Background: an optimization exercise with open tools, aiming at small area, a short achievable clock period and few clock cycles per item. Do not read the settings as production practice.

== the baseline ==
## simon128_256
module simon128_256 (
  input  wire          clk       ,
  input  wire          rst       ,
  input  wire          key_valid ,
  output logic         key_ready ,
  input  wire  [255:0] key       ,
  input  wire          in_valid  ,
  output logic         in_ready  ,
  input  wire  [127:0] in_data   ,
  output logic         out_valid ,
  input  wire          out_ready ,
  output logic [127:0] out_data
);
For scale: roughly 1,000 flip-flops, ~520 I/O pins, roughly 73,000 um2 of cells after synthesis.
clock: 5.0 ns
lec_check: 0
cap_margin: 20
core_margin: 2
core_utilization: 40
setup_slack_margin: 2.0
slew_margin: 20
standard.sh (not shown) runs the stock make flow with config.mk's settings and CLKGATE_MAP_FILE= SYNTH_SCRIPT=/design/flow/synth_recipe.tcl, a recipe that flattens the netlist after the stock synthesis.
==> flow/flow/run.sh <==
#!/bin/bash
set -euo pipefail
export BUFFER_PORTS_ARGS="-buffer_cell sky130_fd_sc_hd__buf_1"
bash standard.sh finish > standard_flow.log 2>&1
[inputs] the candidate vs the baseline
Settings: SETUP_SLACK_MARGIN changed from 2.0 to 2.3.
## What came out
- The candidate vs the baseline — ratio of final minimum period to clock period dropped 6.3 points.
- Looking at synthesis-to-layout area growth, the candidate sits 4.7 points above the baseline.
- Looking at source of the critical timing path, the s[1][66]$_DFFE_PP_ result is from the baseline; the s[1][65]$_DFFE_PP_ one comes from the candidate.
- On area of the multi-input gates: between the candidate and the baseline, it ends up higher for the candidate.
- Relative to the baseline, first-pass GRT wire length has increased by 3.2 mm in the candidate.
- Lower total track usage among the candidate and the baseline: the baseline
- Comparing the candidate and the baseline, average wire per standard cell is lower on the candidate.
- Summary of the candidate over the baseline: final area went up.
- Looking at data arrival time of the critical path across the candidate and the baseline, the one that comes out higher is the baseline.
- Measured against each other, the candidate and the baseline differ in wire length, the higher figure coming from the candidate.
- The candidate: full flow OK, the timing, DRC and antenna checks passed
No functional check of the RTL was part of any run of this note.

The RTL this note starts from:
==> flow/design.v <==
`timescale 1ns / 1ps
module simon128_256 (
  input  wire          clk       ,
  input  wire          rst       ,
  input  wire          key_valid ,
  output logic         key_ready ,
  input  wire  [255:0] key       ,
  input  wire          in_valid  ,
  output logic         in_ready  ,
  input  wire  [127:0] in_data   ,
  output logic         out_valid ,
  input  wire          out_ready ,
  output logic [127:0] out_data
);
  localparam integer R = 3;            
  localparam integer N = 72 / R;       
  localparam logic [61:0] Z4 = 62'b11010001111001101011011000100000010111000011001010010011101111;
  function automatic logic zbit(input integer i);
    zbit = Z4[61 - (i % 62)];
  endfunction
  function automatic logic [63:0] rol(input logic [63:0] v, input integer n);
    rol = (v << n) | (v >> (64 - n));
  endfunction
  function automatic logic [63:0] ror(input logic [63:0] v, input integer n);
    ror = (v >> n) | (v << (64 - n));
  endfunction
  logic [255:0] kreg;        
  logic [255:0] ks;          
  logic [ 63:0] x, y;        
  logic         idle;        
  logic         busy;        
  logic [  5:0] cnt;
  logic         last;
  assign key_ready = 1'b1;
  assign in_ready  = idle;
  assign out_data  = {x, y};
  assign last      = (cnt == N - 1);
  logic [R-1:0] zc;
  always_comb begin
    zc = '0;
    for (int c = 0; c < N; c++)
      if (cnt == c)
        for (int j = 0; j < R; j++)
          zc[j] = zbit(R * c + j);
  end
  logic [63:0] w [0:R+3];
  logic [63:0] t [0:R-1];
  always_comb begin
    for (int j = 0; j < 4; j++) w[j] = ks[64*j +: 64];
    for (int j = 0; j < R; j++) begin
      t[j]   = ror(w[j+3], 3) ^ w[j+1];
      w[j+4] = ~w[j] ^ t[j] ^ ror(t[j], 1) ^ {63'd0, zc[j]} ^ 64'd3;
    end
  end
  logic [63:0] xs [0:R];
  logic [63:0] ys [0:R];
  always_comb begin
    xs[0] = x;
    ys[0] = y;
    for (int j = 0; j < R; j++) begin
      xs[j+1] = ys[j] ^ (rol(xs[j], 1) & rol(xs[j], 8)) ^ rol(xs[j], 2) ^ w[j];
      ys[j+1] = xs[j];
    end
  end
  always_ff @(posedge clk) begin
    if (key_valid) kreg <= key;
  end
  always_ff @(posedge clk) begin
    if (idle) begin
      x  <= in_data[127:64];
      y  <= in_data[ 63: 0];
    end else if (busy) begin
      x  <= xs[R];
      y  <= ys[R];
    end
  end
  always_ff @(posedge clk) begin
    if (idle) ks <= kreg;
    else          ks <= {w[R+3], w[R+2], w[R+1], w[R]};
  end
  always_ff @(posedge clk) begin
    if (rst) begin
      idle      <= 1'b1;
      busy      <= 1'b0;
      out_valid <= 1'b0;
    end else begin
      if (idle) begin
        idle <= ~in_valid;
        busy <= in_valid;
      end else if (busy) begin
        if (last) begin
          busy      <= 1'b0;
          out_valid <= 1'b1;
        end
      end else if (out_ready) begin
        out_valid <= 1'b0;
        idle      <= 1'b1;
      end
    end
  end
  always_ff @(posedge clk) begin
    if (!busy) cnt <= '0;
    else       cnt <= cnt + 1'b1;
  end
endmodule
make LEC_CHECK=0 ABC_CLOCK_PERIOD_IN_PS=2000 CAP_MARGIN=20 CORE_MARGIN=2 CORE_UTILIZATION=50 SETUP_SLACK_MARGIN=2.8 SLEW_MARGIN=20 finish   # period 5.0 ns
run.sh (not shown) runs the stock make flow with config.mk's settings and CLKGATE_MAP_FILE= SYNTH_SCRIPT=/design/flow/synth_recipe.tcl, a recipe that flattens the netlist after the stock synthesis.
Stock flow here: none of the scripts above is used.
Next try:
Settings changed: ABC_CLOCK_PERIOD_IN_PS 2000 to 3000, CORE_UTILIZATION 50 to 40, SETUP_SLACK_MARGIN 2.8 to default.
Utilization fell by 30 points.
Hold slack gains 0.015 ns.
Wire length fell by about a fifth.
Register-to-register slack loses 0.50 ns.
Area after synthesis stays the same.
Cell count fell by a little under a tenth.
Clock skew fell by 0.0085 ns.
Sequential share of layout area rose by 7.3 points.
Next try:
==> flow/flow/run.sh (new file) <==
#!/bin/bash
set -euo pipefail
export BUFFER_PORTS_ARGS="-buffer_cell sky130_fd_sc_hd__buf_1"
bash standard.sh finish > standard_flow.log 2>&1
==> flow/standard.sh (new file) <==
#!/bin/bash
# synth_recipe.tcl (not shown) runs the flow's synth.tcl, then flattens the netlist and writes it again
# the make line also repeats each setting of config.mk as NAME=value (left out here)
make -C /OpenROAD-flow-scripts/flow DESIGN_CONFIG=/design/flow/config.mk WORK_HOME=/design/flow/orfs CLKGATE_MAP_FILE= SYNTH_SCRIPT=/design/flow/synth_recipe.tcl "${@:-finish}"
Settings changed: ABC_CLOCK_PERIOD_IN_PS 3000 to default, SYNTH_MEMORY_MAX_BITS from default to 8192.
removed: flow/run.sh
Result:
- maximum frequency fell by 3.9%
- final cell count hardly moves
- routed wire length fell by 1.7%
- non-clock buffer count rose by 12
Next try:
==> flow/run.sh (new file) <==
#!/bin/bash
# synth_recipe.tcl (not shown) runs the flow's synth.tcl, then flattens the netlist and writes it again
# the make line also repeats each setting of config.mk as NAME=value (left out here)
make -C /OpenROAD-flow-scripts/flow DESIGN_CONFIG=/design/flow/config.mk WORK_HOME=/design/flow/orfs CLKGATE_MAP_FILE= SYNTH_SCRIPT=/design/flow/synth_recipe.tcl finish
removed: flow/flow/run.sh
removed: flow/standard.sh
Effect: Routed wire length rises by 1.7%. Setup slack gets better by 0.13 ns. Non-clock buffer count shrinks by 12. Synthesized area does not change. Cell area climbs by 8.4%. Synthesized cell count is unchanged.
Function was not checked in any run of this note: the RTL went through the layout flow alone.

what the ideal ports hide:
Ports are ideal in the flow. The routed layouts listed here were re-timed in OpenROAD. Step 1 sets driving cells, clkbuf_16 on the clock port and buf_2 on the other inputs (assumed; they add their load-dependent delay and slew). Step 2 also shifts input and output timing later by t, the mid clock arrival at the registers, as if the neighbouring blocks saw the same clock. Slacks: ideal / step 1 / step 2; pairs: ideal / step 1.
run | shift t [ns] | slack for setup (ns) | clock arrival spread, ns | worst slew at a driven data input, ns
the baseline | 0.896 | 1.874 / 1.874 / 1.559 | 0.043 / 0.044 | 0.05
the candidate | 0.894 | 2.190 / 2.156 / 1.571 | 0.050 / 0.050 | 0.05
the first run of note 2 | 0.697 | 2.433 / 2.433 / 2.433 | 0.031 / 0.032 | 0.05
the second run of note 2 | 0.691 | 1.909 / 1.843 / 1.927 | 0.022 / 0.023 | 0.15
the third run of note 2 | 0.691 | 1.783 / 1.783 / 1.783 | 0.027 / 0.027 | 0.15
the fourth run of note 2 | 0.691 | 1.909 / 1.843 / 1.927 | 0.022 / 0.023 | 0.15
After both steps every run listed still meets setup and hold. The setup slack of the candidate, which loses most, moves by -0.034 ns with the drivers and by -0.619 ns with both steps.
